This design comes from an exercise in tuning for a short achievable clock period and few clock cycles on the open sky130 flow, not from production work.
Function was not checked in any run shown here: the RTL went through the layout flow alone.
Power figures rest on the tool's default switching activity, not on a simulated workload.

## flow/design.v (module list and top-level ports; edited modules follow where they fit)
// module alu: 16 lines
// module regfile: 32 lines
// module multpipe: 3221 lines
// module decoder: 71 lines
// module mips: 244 lines
module mips(input         clk, rst,
            input  [31:0] instrF, readdataM,
            output [31:0] pcF,
            output        memwriteM,
            output [31:0] alumultoutM, writedataM);
  // ...
==> flow/flow/run.sh <==
#!/bin/bash
# Layout flow: the standard ORFS flow (standard.sh), with the standard synthesis
# unchanged and two changes to the steps after it:
#  - every input and output port gets a sky130_fd_sc_hd__buf_4 (buffer_ports would
#    otherwise pick a slow delay buffer);
#  - the clkdlybuf4s* delay buffers are left out of the cells the repair steps may add.
# Each step's full output goes to a log file of its own in this folder.
set -euo pipefail
bash standard.sh synth > synth.log 2>&1
export DONT_USE_CELLS="sky130_fd_sc_hd__clkdlybuf4s15_1 sky130_fd_sc_hd__clkdlybuf4s15_2 sky130_fd_sc_hd__clkdlybuf4s18_1 sky130_fd_sc_hd__clkdlybuf4s18_2 sky130_fd_sc_hd__clkdlybuf4s25_1 sky130_fd_sc_hd__clkdlybuf4s25_2 sky130_fd_sc_hd__clkdlybuf4s50_1 sky130_fd_sc_hd__clkdlybuf4s50_2"
export BUFFER_PORTS_ARGS="-buffer_cell sky130_fd_sc_hd__buf_4"
bash standard.sh floorplan > floorplan.log 2>&1
bash standard.sh place > place.log 2>&1
bash standard.sh cts > cts.log 2>&1
bash standard.sh route > route.log 2>&1
bash standard.sh finish > finish.log 2>&1
==> flow/standard.sh <==
#!/bin/bash
# synth_recipe.tcl (not shown) runs the flow's synth.tcl, then flattens the netlist and writes it again
# the make line also repeats each setting of config.mk as NAME=value (left out here)
make -C /OpenROAD-flow-scripts/flow DESIGN_CONFIG=/design/flow/config.mk WORK_HOME=/design/flow/orfs CLKGATE_MAP_FILE= SYNTH_SCRIPT=/design/flow/synth_recipe.tcl "${@:-finish}"
==> flow/config.mk <==
export PLATFORM = sky130hd
export DESIGN_NAME = mips
export DESIGN_NICKNAME = mips
export VERILOG_FILES = /design/flow/design.v
export SDC_FILE = /design/flow/constraint.sdc
export NUM_CORES = 8
export LEC_CHECK = 0
export CAP_MARGIN = 60
export CORE_MARGIN = 2
export CORE_UTILIZATION = 40
export PLACE_DENSITY = 0.6
export SETUP_SLACK_MARGIN = 5
export SLEW_MARGIN = 60
==> flow/constraint.sdc <==
create_clock -name core_clock -period 11.0 [get_ports {clk}]
set_input_delay 2.2000 -clock core_clock [delete_from_list [all_inputs] [get_ports {clk}]]
set_output_delay 2.2000 -clock core_clock [all_outputs]
set_load 0.01 [all_outputs]
==> impl_metrics.ini, run 1 <==
[yosys]
avgSynthCellArea_um2 = 9.728
yosysTopAreaCellShare_pct = 27.35
synth-compound-area-share_pct = 21.57
synth_common_cells = nand2_1 (1408), edfxtp_1 (1362), a21oi_1 (1240)
ys_seq_area_share_pct = 45.57

[finish]
fin_cells = 20180
multi_input_area_share_pct = 43.98
layout_common_cells = nand2_1 (1403), edfxtp_1 (1362), a21oi_1 (1220)
seq_cells = 2679
multiInputGateArea_mm2 = 0.07419
finalNetCount = 15820
layout_commonest_cell = nand2_1
multi_input_cells = 10370
inv_count = 953
register_area_mm2 = 0.06835

[clock_network]
cts_buffers = 302
htreeDepth = 5
ctsResizeCount = 0

[power_and_ir_drop]
seq-power_w = 0.0117
power_frac_seq_pct = 41.7
p_total_w = 0.02813

[status]
outcome = complete, no violations

[setup_path]
crit_path_end_kind = register
cp.required_ns = 11.78
critPathMaxFanout = 8
start_kind = register
path_depth = 13
cp-endpoint = cmpAE[30]

[timing]
finalCriticalPeriod_ns = 4.323
worst_slew_pin_slew_ns = 0.7549
slew_violations = 0

[grt]
grt_use_met2_pct = 48.59
grt_pass1_vias = 121100

[die]
core_mm2 = 0.3722
taps = 4972
die_height_um = 615.4

[placement]
port_buffers = 162
hpwl_um = 418900

[route]
wire_per_inst_um = 32.29

[worst_hold_path]
worstHoldPathType = reg -> reg
worstHoldEndpoint = altp4q[29]
==> module alu, before the edit <==
module alu(input  [31:0] a, b,
           input         s_and, s_or, s_xor, s_xnor, s_lo, s_hi, s_link,
           input  [31:0] lo, hi,
           output [31:0] sum, dif,
           output [31:0] oth);
    assign sum = a + b;
    assign dif = ~(~a + b);    
    wire [31:0] x = a ^ b;
    assign oth = ({32{s_and}}  & (a & b))
               | ({32{s_or}}   & (a | b))
               | ({32{s_xor}}  & x)
               | ({32{s_xnor}} & ~x)
               | ({32{s_lo}}   & lo)
               | ({32{s_hi}}   & hi)
               | ({32{s_link}} & b);
endmodule
==> module mips, before the edit <==
module mips(input         clk, rst,
            input  [31:0] instrF, readdataM,
            output [31:0] pcF,
            output        memwriteM,
            output [31:0] alumultoutM, writedataM);
    reg  [31:0] pc, pcp4;
    wire [31:0] pcp4F = pcp4;
    wire [31:0] pcp8F = pcp4 + 32'd4;
    assign pcF = pc;
    wire [4:0]  rsF = instrF[25:21];
    wire [4:0]  rtF = instrF[20:16];
    wire [31:1] rsohF, rtohF;
    genvar g;
    generate for (g = 1; g < 32; g = g + 1) begin : ohdec
        assign rsohF[g] = (rsF == g);
        assign rtohF[g] = (rtF == g);
    end endgenerate
    wire        regwrF, usesrsF, usesrtF, bregF, bimmF, bluiF, blinkF, isloadF, isstoreF;
    wire        s_addF, s_subF, s_andF, s_orF, s_xorF, s_xnorF, s_sltF, s_loF, s_hiF, s_linkF;
    wire        isbeqF, isbneF, isjumpF, ismultF, msignedF, ismfF;
    wire [4:0]  destF;
    decoder dec(instrF, regwrF, destF, usesrsF, usesrtF, bregF, bimmF, bluiF, blinkF,
                isloadF, isstoreF,
                s_addF, s_subF, s_andF, s_orF, s_xorF, s_xnorF, s_sltF, s_loF, s_hiF, s_linkF,
                isbeqF, isbneF, isjumpF, ismultF, msignedF, ismfF);
    reg  [31:0] instrD, pcp4D, pcp8D;
    reg  [31:1] rsohD, rtohD;
    reg         validD;        
    reg         regwrDq, usesrsDq, usesrtDq, bregD, bimmD, bluiD, blinkD, isloadDq, isstoreDq;
    reg         s_addD, s_subD, s_andD, s_orD, s_xorD, s_xnorD, s_sltD, s_loD, s_hiD, s_linkD;
    reg         isbeqDq, isbneDq, isjumpDq, ismultDq, msignedD, ismfDq;
    reg  [4:0]  destD;
    wire [4:0]  rsD = instrD[25:21];
    wire [4:0]  rtD = instrD[20:16];
    wire        regwrD   = validD & regwrDq;
    wire        isloadD  = validD & isloadDq;
    wire        isstoreD = validD & isstoreDq;
    wire        isbeqD   = validD & isbeqDq;
    wire        isbneD   = validD & isbneDq;
    wire        isjumpD  = validD & isjumpDq;
    wire        ismultD  = validD & ismultDq;
    wire        ismfD    = validD & ismfDq;
    wire [31:0] signimmD   = {{16{instrD[15]}}, instrD[15:0]};
    wire [31:0] btargetD   = pcp4D + {signimmD[29:0], 2'b00};
    wire [31:0] btargetp4D = pcp8D + {signimmD[29:0], 2'b00};
    wire [31:0] jtargetD   = {pcp4D[31:28], instrD[25:0], 2'b00};
    wire [31:0] jtargetp4D = jtargetD + 32'd4;
    wire        isbrD      = isbeqD | isbneD;
    reg  [1:0]  bht [0:63];
    reg  [63:0] bhv;
    wire [5:0]  bidxF  = pcp4F[7:2];
    reg  [5:0]  bidxD;
    reg         bvD, btD;
    wire        statD  = instrD[15] | isbneDq;
    wire        predtD = isbrD & (bvD ? btD : statD);
    reg         regwrE, isloadE, ismultE;
    reg  [4:0]  destE;
    reg         regwrM, isloadM;
    reg  [4:0]  destM;
    reg  [31:0] resMi;         
    wire        mbusy1;
    reg         stallq;
    wire        stallD = stallq & validD;
    wire        rsmF    = (rsF == destD);
    wire        rtmF    = (rtF == destD);
    wire        lduseN  = isloadD & regwrD & ((usesrsF & rsmF) | (usesrtF & rtmF));
    wire        mfwaitN = ismfF & (ismultD | ismultE);
    wire        mdepN   = ismultF & regwrD & (rsmF | rtmF);
    wire        mfwaitS = ismfD & ismultE;
    wire        stallnext = stallD ? mfwaitS : (lduseN | mfwaitN | mdepN);
    wire [31:0] mvalM = isloadM ? readdataM : resMi;
    wire [31:0] rfa, rfb;
    regfile rf(clk, rst, regwrM, destM, mvalM, rsohD, rtohD, rfa, rfb);
    wire [4:0]  rsN   = stallD ? rsD : rsF;
    wire [4:0]  rtN   = stallD ? rtD : rtF;
    wire        bregN = stallD ? bregD : bregF;
    wire        fAEn  = ~stallD & regwrD & rsmF;
    wire        fBEn  = ~stallD & regwrD & rtmF;
    wire        fAMn  = regwrE & (rsN == destE);
    wire        fBMn  = regwrE & (rtN == destE);
    reg         fAM, fBM;
    reg         a_add, a_sub, a_slt, a_oth, a_rv;
    reg         b_add, b_sub, b_slt, b_oth, b_nf;
    reg         s_add, s_sub, s_slt, s_oth, s_rv;
    always @(posedge clk) begin
        fAM <= fAMn; fBM <= fBMn;
        a_add <= fAEn & s_addD; a_sub <= fAEn & s_subD; a_slt <= fAEn & s_sltD;
        a_oth <= fAEn;          a_rv  <= ~fAEn;
        b_add <= fBEn & bregN & s_addD; b_sub <= fBEn & bregN & s_subD;
        b_slt <= fBEn & bregN & s_sltD; b_oth <= fBEn & bregN; b_nf <= ~(fBEn & bregN);
        s_add <= fBEn & s_addD; s_sub <= fBEn & s_subD; s_slt <= fBEn & s_sltD;
        s_oth <= fBEn;          s_rv  <= ~fBEn;
    end
    wire [31:0] rvA  = fAM ? mvalM : rfa;
    wire [31:0] rvB  = fBM ? mvalM : rfb;
    wire [31:0] immB = bimmD ? signimmD :
                       bluiD ? {instrD[15:0], 16'b0} : pcp4D;
    wire [31:0] sumE, difE, othE, sum2E, dif2E, oth2E;
    wire [31:0] opAD = ({32{a_add}} & sumE) | ({32{a_sub}} & difE)
                     | ({32{a_slt}} & {31'b0, difE[31]}) | ({32{a_oth}} & othE)
                     | ({32{a_rv}} & rvA);
    wire [31:0] bnfD = bregD ? rvB : immB;
    wire [31:0] opBD = ({32{b_add}} & sumE) | ({32{b_sub}} & difE)
                     | ({32{b_slt}} & {31'b0, difE[31]}) | ({32{b_oth}} & othE)
                     | ({32{b_nf}} & bnfD);
    wire [31:0] sdD  = ({32{s_add}} & sum2E) | ({32{s_sub}} & dif2E)
                     | ({32{s_slt}} & {31'b0, dif2E[31]}) | ({32{s_oth}} & oth2E)
                     | ({32{s_rv}} & rvB);
    wire [31:0] cmpAD = ({32{a_add}} & sum2E) | ({32{a_sub}} & dif2E)
                      | ({32{a_slt}} & {31'b0, dif2E[31]}) | ({32{a_oth}} & oth2E)
                      | ({32{a_rv}} & rvA);
    wire [31:0] cmpBD = ({32{b_add}} & sum2E) | ({32{b_sub}} & dif2E)
                      | ({32{b_slt}} & {31'b0, dif2E[31]}) | ({32{b_oth}} & oth2E)
                      | ({32{b_nf}} & bnfD);
    reg  [31:0] opAE, opBE, sdE, altE, altp4E;
    reg         s_addE, s_subE, s_andE, s_orE, s_xorE, s_xnorE, s_sltE, s_loE, s_hiE, s_linkE;
    reg         isstoreE, isbeqE, isbneE, predtE, msignedE;
    wire [31:0] hi, lo;
    alu alu(opAE, opBE, s_andE, s_orE, s_xorE, s_xnorE, s_loE, s_hiE, s_linkE, lo, hi,
            sumE, difE, othE);
    reg  [31:0] opA2E, opB2E;
    alu alu2(opA2E, opB2E, s_andE, s_orE, s_xorE, s_xnorE, s_loE, s_hiE, s_linkE, lo, hi,
             sum2E, dif2E, oth2E);
    wire [31:0] aluoutE = ({32{s_addE}} & sum2E) | ({32{s_subE}} & dif2E)
                        | ({32{s_sltE}} & {31'b0, dif2E[31]}) | oth2E;
    reg  [31:0] cmpAE, cmpBE, mulAE, mulBE;
    reg  [5:0]  bidxE;
    wire eqE    = (cmpAE == cmpBE);
    wire takenE = (isbeqE & eqE) | (isbneE & ~eqE);
    wire mispE  = (isbeqE | isbneE) & (takenE ^ predtE);
    reg         mispq;
    reg  [31:0] altq, altp4q;
    multpipe mul(clk, rst, ismultE, msignedE, mulAE, mulBE, hi, lo, mbusy1);
    reg         memwrM;
    reg  [31:0] resM, wdM;     
    assign alumultoutM = resM;
    assign writedataM  = wdM;
    assign memwriteM   = memwrM;
    wire redirD = (isjumpD | predtD) & ~stallD;
    wire [31:0] pcnext   = mispq  ? altq :
                           stallD ? pc :
                           redirD ? (isjumpDq ? jtargetD : btargetD) :
                           pcp4F;
    wire [31:0] pcp4next = mispq  ? altp4q :
                           stallD ? pcp4 :
                           redirD ? (isjumpDq ? jtargetp4D : btargetp4D) :
                           pcp8F;
    always @(posedge clk or posedge rst) begin
        if (rst) begin
            pc <= 32'b0;
            pcp4 <= 32'd4;
            validD <= 1'b0;
            stallq <= 1'b0;
            mispq <= 1'b0;
        end else begin
            pc <= pcnext;
            pcp4 <= pcp4next;
            stallq <= stallnext;
            mispq <= mispE;
            if (!stallD) validD <= ~(mispE | mispq);
        end
    end
    always @(posedge clk) begin
        if (!stallD) begin
            instrD <= instrF;
            pcp4D  <= pcp4F;
            pcp8D  <= pcp8F;
            rsohD  <= rsohF;
            rtohD  <= rtohF;
            bidxD  <= bidxF;
            bvD    <= bhv[bidxF];
            btD    <= bht[bidxF][1];
            regwrDq <= regwrF; destD <= destF; usesrsDq <= usesrsF; usesrtDq <= usesrtF;
            bregD <= bregF; bimmD <= bimmF; bluiD <= bluiF; blinkD <= blinkF;
            isloadDq <= isloadF; isstoreDq <= isstoreF;
            s_addD <= s_addF; s_subD <= s_subF; s_andD <= s_andF; s_orD <= s_orF;
            s_xorD <= s_xorF; s_xnorD <= s_xnorF; s_sltD <= s_sltF; s_loD <= s_loF;
            s_hiD <= s_hiF; s_linkD <= s_linkF;
            isbeqDq <= isbeqF; isbneDq <= isbneF; isjumpDq <= isjumpF;
            ismultDq <= ismultF; msignedD <= msignedF; ismfDq <= ismfF;
        end
    end
    always @(posedge clk) begin
        opAE <= opAD; opBE <= opBD; sdE <= sdD;
        cmpAE <= cmpAD & {32{isbeqDq | isbneDq}};
        cmpBE <= cmpBD & {32{isbeqDq | isbneDq}};
        opA2E <= opAD & {32{regwrDq | isloadDq | isstoreDq}};
        opB2E <= opBD & {32{regwrDq | isloadDq | isstoreDq}};
        mulAE <= rvA & {32{ismultDq}};
        mulBE <= rvB & {32{ismultDq}};
        altE <= predtD ? pcp4F : btargetD;
        altq <= altE;
        altp4q <= altp4E;
        altp4E <= predtD ? pcp8F : btargetp4D;
        bidxE <= bidxD;
        destE <= destD;
        msignedE <= msignedD;
        predtE <= predtD;
        s_addE <= s_addD; s_subE <= s_subD; s_andE <= s_andD; s_orE <= s_orD;
        s_xorE <= s_xorD; s_xnorE <= s_xnorD; s_sltE <= s_sltD; s_loE <= s_loD; s_hiE <= s_hiD;
        s_linkE <= s_linkD;
        resM <= aluoutE & {32{isloadE | isstoreE}};
        resMi <= aluoutE;
        wdM <= sdE;
        destM <= destE;
    end
    reg         bupd, btaken;
    reg  [5:0]  bidxU;
    always @(posedge clk) begin
        btaken <= takenE;
        bidxU  <= bidxE;
    end
    integer k;
    always @(posedge clk) begin
        for (k = 0; k < 64; k = k + 1)
            if (bupd && bidxU == k) begin
                if (!bhv[k])                         bht[k] <= btaken ? 2'b10 : 2'b01;
                else if (btaken && bht[k] != 2'b11)  bht[k] <= bht[k] + 2'b01;
                else if (!btaken && bht[k] != 2'b00) bht[k] <= bht[k] - 2'b01;
            end
    end
    always @(posedge clk or posedge rst) begin
        if (rst) bhv <= 64'b0;
        else for (k = 0; k < 64; k = k + 1)
            if (bupd && bidxU == k) bhv[k] <= 1'b1;
    end
    always @(posedge clk or posedge rst) begin
        if (rst) begin
            regwrE <= 0; isloadE <= 0; ismultE <= 0; isstoreE <= 0; isbeqE <= 0; isbneE <= 0;
            memwrM <= 0; isloadM <= 0; regwrM <= 0; bupd <= 0;
        end else begin
            regwrE   <= regwrD & ~stallD;
            isloadE  <= isloadD & ~stallD;
            ismultE  <= ismultD & ~stallD;
            isstoreE <= isstoreD & ~stallD;
            isbeqE   <= isbeqD & ~stallD;
            isbneE   <= isbneD & ~stallD;
            memwrM   <= isstoreE;
            isloadM  <= isloadE;
            regwrM   <= regwrE;
            bupd     <= isbeqE | isbneE;
        end
    end
endmodule
==> run 2, diff against run 1 <==
--- a/flow/design.v
+++ b/flow/design.v
@@ -1,17 +1,16 @@
 `timescale 1ps/1ps
 `timescale 1ps/1ps
 module alu(input  [31:0] a, b,
            input         s_and, s_or, s_xor, s_xnor, s_lo, s_hi, s_link,
            input  [31:0] lo, hi,
-           output [31:0] sum, dif,
+           output [31:0] sum,
            output [31:0] oth);
     assign sum = a + b;
-    assign dif = ~(~a + b);    
     wire [31:0] x = a ^ b;
     assign oth = ({32{s_and}}  & (a & b))
                | ({32{s_or}}   & (a | b))
                | ({32{s_xor}}  & x)
                | ({32{s_xnor}} & ~x)
                | ({32{s_lo}}   & lo)
                | ({32{s_hi}}   & hi)
                | ({32{s_link}} & b);
@@ -49,26 +48,29 @@
             if (we && wa == i) valid[i] <= 1'b1;
     end
 endmodule
 `timescale 1ps/1ps
 module multpipe(input         clk, rst,
                 input         start, sgn,
                 input  [31:0] a, b,
                 output [31:0] hi, lo,
-                output        busy1);
-    reg        v1, v2;
+                output        busy1, busy2);
+    reg        v1, v2, v3;
     reg        hlv;             
     reg [31:0] hir, lor;
     assign hi = hir & {32{hlv}};
     assign lo = lor & {32{hlv}};
     wire [32:0] a1 = {sgn & a[31], a};
     wire [32:0] b1 = {sgn & b[31], b};
     reg [63:0] ra2, rb2;
     assign busy1 = v1;
+    assign busy2 = v2;
+    reg [31:0] lo3, rah3, rbh3;
+    reg        c3;
     wire bn0, bo0, bt0;
     wire [33:0] pp0;
     wire ppi1;
     wire bn1, bo1, bt1;
     wire [33:0] pp1;
     wire ppi2;
     wire bn2, bo2, bt2;
     wire [33:0] pp2;
@@ -2791,19 +2793,18 @@
     assign s1065 = s943 ^ c828 ^ c942;
     assign c1066 = (s943 & c828) | (s943 & c942) | (c828 & c942);
     assign s1067 = s945 ^ 1'b1 ^ c944;
     assign c1068 = (s945 & 1'b1) | (s945 & c944) | (1'b1 & c944);
     assign s1069 = r1_63_0 ^ r1_63_1 ^ c946;
     assign c1070 = (r1_63_0 & r1_63_1) | (r1_63_0 & c946) | (r1_63_1 & c946);
     wire [63:0] rowa = {s1069, s1067, s1065, s1063, s1061, s1059, s1057, s1055, s1053, s1051, s1049, s1047, s1045, s1043, s1041, s1039, s1037, s1035, s1033, s1031, s1029, s1027, s1025, s1023, s1021, s1019, s1017, s1015, s1013, s1011, s1009, s1007, s1005, s1003, s1001, s999, s997, s995, s993, s991, s989, s987, s985, s983, s981, s979, s977, s975, s973, s971, s969, s967, s965, s963, s961, s959, s957, s955, s953, s951, s949, s947, r1_1_0, r1_0_0};
     wire [63:0] rowb = {c1068, c1066, c1064, c1062, c1060, c1058, c1056, c1054, c1052, c1050, c1048, c1046, c1044, c1042, c1040, c1038, c1036, c1034, c1032, c1030, c1028, c1026, c1024, c1022, c1020, c1018, c1016, c1014, c1012, c1010, c1008, c1006, c1004, c1002, c1000, c998, c996, c994, c992, c990, c988, c986, c984, c982, c980, c978, c976, c974, c972, c970, c968, c966, c964, c962, c960, c958, c956, c954, c952, c950, c948, r1_2_2, 1'b0, r1_0_1};
-    wire [32:0] lsum  = {1'b0, ra2[31:0]} + {1'b0, rb2[31:0]};
-    wire [31:0] hsum0 = ra2[63:32] + rb2[63:32];
-    wire [31:0] hsum1 = ra2[63:32] + rb2[63:32] + 32'd1;
+    wire [32:0] lsum = {1'b0, ra2[31:0]} + {1'b0, rb2[31:0]};
+    wire [31:0] hsum = rah3 + rbh3 + {31'b0, c3};
     always @(posedge clk) begin
             r1_0_0 <= pp0[0];
             r1_0_1 <= bn0;
             r1_1_0 <= pp0[1];
             r1_2_0 <= pp0[2];
             r1_2_1 <= pp1[0];
             r1_2_2 <= bn1;
             r1_3_0 <= pp0[3];
@@ -3251,28 +3252,33 @@
             r1_61_1 <= pp15[31];
             r1_61_2 <= pp16[29];
             r1_62_0 <= pp15[32];
             r1_62_1 <= pp16[30];
             r1_63_0 <= ppi16;
             r1_63_1 <= pp16[31];
             ra2 <= rowa;
             rb2 <= rowb;
-            if (v2) begin
-                hir <= lsum[32] ? hsum1 : hsum0;
-                lor <= lsum[31:0];
+            lo3  <= lsum[31:0];
+            c3   <= lsum[32];
+            rah3 <= ra2[63:32];
+            rbh3 <= rb2[63:32];
+            if (v3) begin
+                hir <= hsum;
+                lor <= lo3;
             end
     end
     always @(posedge clk or posedge rst) begin
         if (rst) begin
-            v1 <= 1'b0; v2 <= 1'b0; hlv <= 1'b0;
+            v1 <= 1'b0; v2 <= 1'b0; v3 <= 1'b0; hlv <= 1'b0;
         end else begin
             v1 <= start;
             v2 <= v1;
-            if (v2) hlv <= 1'b1;
+            v3 <= v2;
+            if (v3) hlv <= 1'b1;
         end
     end
 endmodule
 `timescale 1ps/1ps
 `timescale 1ps/1ps
 module decoder(input  [31:0] instr,
                output        regwr,       
                output  [4:0] dest,
@@ -3401,89 +3407,86 @@
     reg         bvD, btD;
     wire        statD  = instrD[15] | isbneDq;
     wire        predtD = isbrD & (bvD ? btD : statD);
     reg         regwrE, isloadE, ismultE;
     reg  [4:0]  destE;
     reg         regwrM, isloadM;
     reg  [4:0]  destM;
     reg  [31:0] resMi;         
-    wire        mbusy1;
+    wire        mbusy1, mbusy2;
     reg         stallq;
     wire        stallD = stallq & validD;
     wire        rsmF    = (rsF == destD);
     wire        rtmF    = (rtF == destD);
     wire        lduseN  = isloadD & regwrD & ((usesrsF & rsmF) | (usesrtF & rtmF));
-    wire        mfwaitN = ismfF & (ismultD | ismultE);
+    wire        mfwaitN = ismfF & (ismultD | ismultE | mbusy1);
     wire        mdepN   = ismultF & regwrD & (rsmF | rtmF);
-    wire        mfwaitS = ismfD & ismultE;
+    wire        mfwaitS = ismfD & (ismultE | mbusy1);
     wire        stallnext = stallD ? mfwaitS : (lduseN | mfwaitN | mdepN);
     wire [31:0] mvalM = isloadM ? readdataM : resMi;
     wire [31:0] rfa, rfb;
     regfile rf(clk, rst, regwrM, destM, mvalM, rsohD, rtohD, rfa, rfb);
     wire [4:0]  rsN   = stallD ? rsD : rsF;
     wire [4:0]  rtN   = stallD ? rtD : rtF;
     wire        bregN = stallD ? bregD : bregF;
     wire        fAEn  = ~stallD & regwrD & rsmF;
     wire        fBEn  = ~stallD & regwrD & rtmF;
     wire        fAMn  = regwrE & (rsN == destE);
     wire        fBMn  = regwrE & (rtN == destE);
     reg         fAM, fBM;
-    reg         a_add, a_sub, a_slt, a_oth, a_rv;
+    wire        invN  = stallD ? (s_subD | s_sltD) : (s_subF | s_sltF);
+    reg         a_add, a_sub, a_slt, a_oth, a_rv, a_addn, a_subn, a_sltn, a_othn, a_rvn;
     reg         b_add, b_sub, b_slt, b_oth, b_nf;
     reg         s_add, s_sub, s_slt, s_oth, s_rv;
     always @(posedge clk) begin
         fAM <= fAMn; fBM <= fBMn;
-        a_add <= fAEn & s_addD; a_sub <= fAEn & s_subD; a_slt <= fAEn & s_sltD;
-        a_oth <= fAEn;          a_rv  <= ~fAEn;
+        a_add  <= fAEn & s_addD & ~invN; a_sub  <= fAEn & s_subD & ~invN; a_slt  <= fAEn & s_sltD & ~invN;
+        a_oth  <= fAEn & ~invN;          a_rv   <= ~fAEn & ~invN;
+        a_addn <= fAEn & s_addD & invN;  a_subn <= fAEn & s_subD & invN;  a_sltn <= fAEn & s_sltD & invN;
+        a_othn <= fAEn & invN & ~(s_addD | s_subD | s_sltD); a_rvn <= ~fAEn & invN;
         b_add <= fBEn & bregN & s_addD; b_sub <= fBEn & bregN & s_subD;
         b_slt <= fBEn & bregN & s_sltD; b_oth <= fBEn & bregN; b_nf <= ~(fBEn & bregN);
         s_add <= fBEn & s_addD; s_sub <= fBEn & s_subD; s_slt <= fBEn & s_sltD;
         s_oth <= fBEn;          s_rv  <= ~fBEn;
     end
     wire [31:0] rvA  = fAM ? mvalM : rfa;
     wire [31:0] rvB  = fBM ? mvalM : rfb;
     wire [31:0] immB = bimmD ? signimmD :
                        bluiD ? {instrD[15:0], 16'b0} : pcp4D;
-    wire [31:0] sumE, difE, othE, sum2E, dif2E, oth2E;
-    wire [31:0] opAD = ({32{a_add}} & sumE) | ({32{a_sub}} & difE)
-                     | ({32{a_slt}} & {31'b0, difE[31]}) | ({32{a_oth}} & othE)
-                     | ({32{a_rv}} & rvA);
+    wire [31:0] sumE, othE;
+    wire [31:0] opAD = ({32{a_add}} & sumE) | ({32{a_sub}} & ~sumE)
+                     | ({32{a_slt}} & {31'b0, ~sumE[31]}) | ({32{a_oth}} & othE)
+                     | ({32{a_rv}} & rvA)
+                     | ({32{a_addn}} & ~sumE) | ({32{a_subn}} & sumE)
+                     | ({32{a_sltn}} & {31'b1111111111111111111111111111111, sumE[31]})
+                     | ({32{a_othn}} & ~othE) | ({32{a_rvn}} & ~rvA);
     wire [31:0] bnfD = bregD ? rvB : immB;
-    wire [31:0] opBD = ({32{b_add}} & sumE) | ({32{b_sub}} & difE)
-                     | ({32{b_slt}} & {31'b0, difE[31]}) | ({32{b_oth}} & othE)
+    wire [31:0] opBD = ({32{b_add}} & sumE) | ({32{b_sub}} & ~sumE)
+                     | ({32{b_slt}} & {31'b0, ~sumE[31]}) | ({32{b_oth}} & othE)
                      | ({32{b_nf}} & bnfD);
-    wire [31:0] sdD  = ({32{s_add}} & sum2E) | ({32{s_sub}} & dif2E)
-                     | ({32{s_slt}} & {31'b0, dif2E[31]}) | ({32{s_oth}} & oth2E)
+    wire [31:0] sdD  = ({32{s_add}} & sumE) | ({32{s_sub}} & ~sumE)
+                     | ({32{s_slt}} & {31'b0, ~sumE[31]}) | ({32{s_oth}} & othE)
                      | ({32{s_rv}} & rvB);
-    wire [31:0] cmpAD = ({32{a_add}} & sum2E) | ({32{a_sub}} & dif2E)
-                      | ({32{a_slt}} & {31'b0, dif2E[31]}) | ({32{a_oth}} & oth2E)
-                      | ({32{a_rv}} & rvA);
-    wire [31:0] cmpBD = ({32{b_add}} & sum2E) | ({32{b_sub}} & dif2E)
-                      | ({32{b_slt}} & {31'b0, dif2E[31]}) | ({32{b_oth}} & oth2E)
-                      | ({32{b_nf}} & bnfD);
     reg  [31:0] opAE, opBE, sdE, altE, altp4E;
     reg         s_addE, s_subE, s_andE, s_orE, s_xorE, s_xnorE, s_sltE, s_loE, s_hiE, s_linkE;
     reg         isstoreE, isbeqE, isbneE, predtE, msignedE;
     wire [31:0] hi, lo;
     alu alu(opAE, opBE, s_andE, s_orE, s_xorE, s_xnorE, s_loE, s_hiE, s_linkE, lo, hi,
-            sumE, difE, othE);
-    reg  [31:0] opA2E, opB2E;
-    alu alu2(opA2E, opB2E, s_andE, s_orE, s_xorE, s_xnorE, s_loE, s_hiE, s_linkE, lo, hi,
-             sum2E, dif2E, oth2E);
-    wire [31:0] aluoutE = ({32{s_addE}} & sum2E) | ({32{s_subE}} & dif2E)
-                        | ({32{s_sltE}} & {31'b0, dif2E[31]}) | oth2E;
-    reg  [31:0] cmpAE, cmpBE, mulAE, mulBE;
+            sumE, othE);
+    wire [31:0] aluoutE = ({32{s_addE}} & sumE) | ({32{s_subE}} & ~sumE)
+                        | ({32{s_sltE}} & {31'b0, ~sumE[31]}) | othE;
+    reg  [31:0] mulAE, mulBE;
     reg  [5:0]  bidxE;
-    wire eqE    = (cmpAE == cmpBE);
+    wire eqE    = (opAE == opBE);
     wire takenE = (isbeqE & eqE) | (isbneE & ~eqE);
     wire mispE  = (isbeqE | isbneE) & (takenE ^ predtE);
     reg         mispq;
     reg  [31:0] altq, altp4q;
-    multpipe mul(clk, rst, ismultE, msignedE, mulAE, mulBE, hi, lo, mbusy1);
+    multpipe mul(clk, rst, ismultE, msignedE, mulAE, mulBE, hi, lo, mbusy1, mbusy2);
     reg         memwrM;
     reg  [31:0] resM, wdM;     
     assign alumultoutM = resM;
     assign writedataM  = wdM;
     assign memwriteM   = memwrM;
     wire redirD = (isjumpD | predtD) & ~stallD;
     wire [31:0] pcnext   = mispq  ? altq :
                            stallD ? pc :
@@ -3525,34 +3528,30 @@
             s_xorD <= s_xorF; s_xnorD <= s_xnorF; s_sltD <= s_sltF; s_loD <= s_loF;
             s_hiD <= s_hiF; s_linkD <= s_linkF;
             isbeqDq <= isbeqF; isbneDq <= isbneF; isjumpDq <= isjumpF;
             ismultDq <= ismultF; msignedD <= msignedF; ismfDq <= ismfF;
         end
     end
     always @(posedge clk) begin
         opAE <= opAD; opBE <= opBD; sdE <= sdD;
-        cmpAE <= cmpAD & {32{isbeqDq | isbneDq}};
-        cmpBE <= cmpBD & {32{isbeqDq | isbneDq}};
-        opA2E <= opAD & {32{regwrDq | isloadDq | isstoreDq}};
-        opB2E <= opBD & {32{regwrDq | isloadDq | isstoreDq}};
         mulAE <= rvA & {32{ismultDq}};
         mulBE <= rvB & {32{ismultDq}};
         altE <= predtD ? pcp4F : btargetD;
         altq <= altE;
         altp4q <= altp4E;
         altp4E <= predtD ? pcp8F : btargetp4D;
         bidxE <= bidxD;
         destE <= destD;
         msignedE <= msignedD;
         predtE <= predtD;
         s_addE <= s_addD; s_subE <= s_subD; s_andE <= s_andD; s_orE <= s_orD;
         s_xorE <= s_xorD; s_xnorE <= s_xnorD; s_sltE <= s_sltD; s_loE <= s_loD; s_hiE <= s_hiD;
         s_linkE <= s_linkD;
-        resM <= aluoutE & {32{isloadE | isstoreE}};
+        resM <= sumE;            
         resMi <= aluoutE;
         wdM <= sdE;
         destM <= destE;
     end
     reg         bupd, btaken;
     reg  [5:0]  bidxU;
     always @(posedge clk) begin
         btaken <= takenE;
==> impl_metrics.ini, run 2 <==
[power_and_ir_drop]
power_frac_comb_pct = 17.0
p_per_area_mw_per_mm2 = 169.5
clkPwrFrac_pct = 38.3
p_switching_w = 0.007910
ir_drop_uv = 139.4
p_total_w = 0.02681
power_frac_seq_pct = 44.6
leakage_nw = 59.67
p_sw_share_pct = 29.51
p_int_w = 0.01890

[flow_run]
cap_violations = 0

[timing]
worst_slew_pin_slew_ns = 0.6777
hold_violations = 0
finalCriticalPeriod_ns = 4.184
fin_crit_sh_pct = 38.04
tns_ns = 0
relSlewSlack_pct = 54.35
rsz0062_at_grt = false
finalHoldWorstSlack_ns = 0.3028
setup_viol = 0
skew_ns = 0.1151
slew_violations = 0
finalWorstSetupSlack_ns = 6.816
fmaxAchievable_mhz = 239.0

[finish]
finalNetCount = 14120
layout_common_cells = edfxtp_1 (1362), nand2_1 (1186), a21oi_1 (1062)
largest_register_ffs = 992
top_regs = rf.rf: 992 flops, bht: 128 flops
drive_gt1_share_pct = 11.22
syn2layout_area_growth_pct = 13.40
final_util_pct = 45.64
layout_commonest_cell = edfxtp_1
fillerInstances = 31890
top_register = rf.rf

[grt]
gr-total-overflow = 0
antenna_found_initial = 43
grt_max_degree = 108
grt_pass1_wl_um = 783600
grt_usage_pct = 30.39
grt_pass1_vias = 106700

[setup_path]
worstRegToRegCells = 12
regToRegSetupSlack_ns = 7.00
crit_arrival_ns = 4.84
critPathKind = in -> reg
worstPathCellList = buf_4 -> nor4_1 -> nor3b_1 -> nand3b_1 -> a221oi_1 -> or2_2 -> nor2_1 -> a211oi_1 -> a22oi_1 -> nor2_1 -> a31oi_1
r2r-start = opBE[0]
start_kind = primary input
crit_slowest_cell = nor4_1
critPathBufInv = 1
critPathMaxStageDelay_ns = 0.42
path_delay_family = simple AND/OR/NAND/NOR gates
crit_path_end_kind = register
critPathMaxFanout = 9
r2r_end = opAE[30]
cp.required_ns = 11.65
startpoint = instrF[29]
cpMostUsedCell = nor2_1

[yosys]
synthXorXnorAreaFrac_pct = 1.718
synth-compound-area-share_pct = 19.74
synth_fa_ha_area_share_pct = 10.23
synth_top_family_by_area = compound AO/OA/AOI/OAI gates
synth_mux_area_share_pct = 3.218
async_flop_share_pct = 6.631
synth_cells = 13760
synth_cell_type_count = 91
synth-seq-cells = 2654
synth_common_cells = edfxtp_1 (1362), nand2_1 (1193), dfxtp_1 (1116)
synth_edf_count = 1362
synthSimpleGateAreaFrac_pct = 11.10
yosysTopAreaCellShare_pct = 29.33
avgSynthCellArea_um2 = 10.14
yosysTopAreaCell = edfxtp_1
synth_nets = 14540
yosysWarnings = 5
synthFlopType = edfxtp_1
syn_area_mm2 = 0.1394
synthTopCellsByArea = edfxtp_1 (29%), dfxtp_1 (16%), fa_1 (6.7%)
ys_seq_area_share_pct = 48.51
synth.most_common_cell = edfxtp_1

[clock_network]
clk_pin_slew_ns = 0.06
cts_buffer_depth = 4
clk_latency_ns = 0.97
cts_tree = yes
cts_sinks = 2654
post-cts-setup-buffers = 0
htreeDepth = 5
hold_buffers = 0
root_buffer = clkbuf_16
ctsResizeCount = 0
cts_buffers = 296

[route]
via_per_inst = 6.398
postRouteAntennaNets = 0
wire_per_inst_um = 30.63
drt_iter0_drc = 19590
dr.pass1.iters = 9
drcViolationCount = 0
vias = 116400
totalWireLength_um = 557300

[placement]
pre_cts_slack_ns = 5.933
hpwl_um = 355400
port_buffers = 162
gp_routability_congestion = 0.9400

[worst_hold_path]
worstHoldPathType = reg -> reg
holdCritStartpoint = sdE[13]
worstHoldEndpoint = wdM[13]
min_path_cells = 0

[die]
ios = 163
dieArea_mm2 = 0.3534
die_height_um = 594.4
start_util_pct = 40.25
die_w_um = 594.4
rows = 216
core_mm2 = 0.3465

[status]
outcome = complete, no violations
-- run 2: cells by family after synthesis --
family	Yosys count
and+or+nand+nor	3375
DFF	2654
AOI/OAI and AO/OA	4109
buffers and inverters	2035
muxes	416
adders and majority gates	895
xor gates and xnor gates	271
-- run 2: power by group through the flow --
stage,clock network [W],logic (W),registers (W)
final,0.0103,0.00457,0.0120
after global routing,0.0107,0.00489,0.0120
after CTS,0.0103,0.00441,0.0119
after detailed placement,0,0.00438,0.0121
after global placement,0,0.00423,0.0121
after floorplan,0,0.00278,0.0118
-- run 2: layout make-up --
| cell class | count | area [µm²] | share of cell area, % |
|---|---|---|---|
| Sequential cell | 2654 | 67860 | 42.91 |
| Inverter | 750 | 2850 | 1.802 |
| Timing Repair Buffer | 566 | 6218 | 3.932 |
| Clock buffer | 410 | 8295 | 5.246 |
| Tap cell | 4578 | 5728 | 3.622 |
| Antenna cell | 38 | 95.09 | 0.06013 |
| Multi-Input combinational cell | 9066 | 65450 | 41.39 |
| Clock inverter | 133 | 1644 | 1.040 |
-- run 2: routing by layer --
metal	GRT usage, %	wire (µm)	vias to the layer above
met5	0.2028	160	-
met3	9.171	77160	1912
met2	42.91	226100	8784
met1	40.97	213400	56420
li1	-	-	49280
met4	17.81	40560	20
-- run 2: worst max path at each step --
stage	end	cells after the start
detailed placement	regwrDq	11
floorplan	regwrDq	12
CTS	regwrDq	11
finish	regwrDq	11
global placement	regwrDq	11
global route	regwrDq	11
-- run 2: worst register-to-register path, delay by kind of cell, from the launching register on --
family	cells	cell delay, ns
multiplexers	1	0.24
adder cells (fa/ha/maj)	2	0.73
AO/OA/AOI/OAI	7	2.00
XOR/XNOR	1	0.39
flip-flops	1	0.33
AND/OR/NAND/NOR	1	0.12
-- run 2: through the flow --
| step | instances | instance area, µm² |
|---|---|---|
| 2_1_floorplan | 13760 | 139500 |
| 3_3_place_gp | 17490 | 144300 |
| 3_5_place_dp | 17590 | 147400 |
| 4_1_cts | 18130 | 157300 |
| 5_1_grt | 18180 | 158100 |
| 6_report | 18200 | 158100 |

port drivers added, routing unchanged:
In the flow no input, the clock included, has a driving cell. The finished layouts below were timed again as built, in two steps.
Step 1, drivers: a clkbuf_16 drives clk and a buf_2 each remaining input, both assumed.
Step 2 times the ports against the registers' clock, not the clock port: input delays grow and output delays shrink by t, the midpoint of the rising clock arrivals with the driver on.
Three values: no drivers, after step 1, after step 2; two values: the first two.
run	t (ns)	setup WS [ns]	worst setup path at the end	latest minus earliest clock arrival (ns)
run 1	1.075	6.677 / 6.677 / 5.971	input to register	0.117 / 0.117
run 2	1.026	6.816 / 6.867 / 5.878	input to register	0.119 / 0.120
After both steps every run listed still meets setup and hold. The setup slack of run 2, which loses most, moves by +0.051 ns with the drivers and by -0.938 ns with both steps.
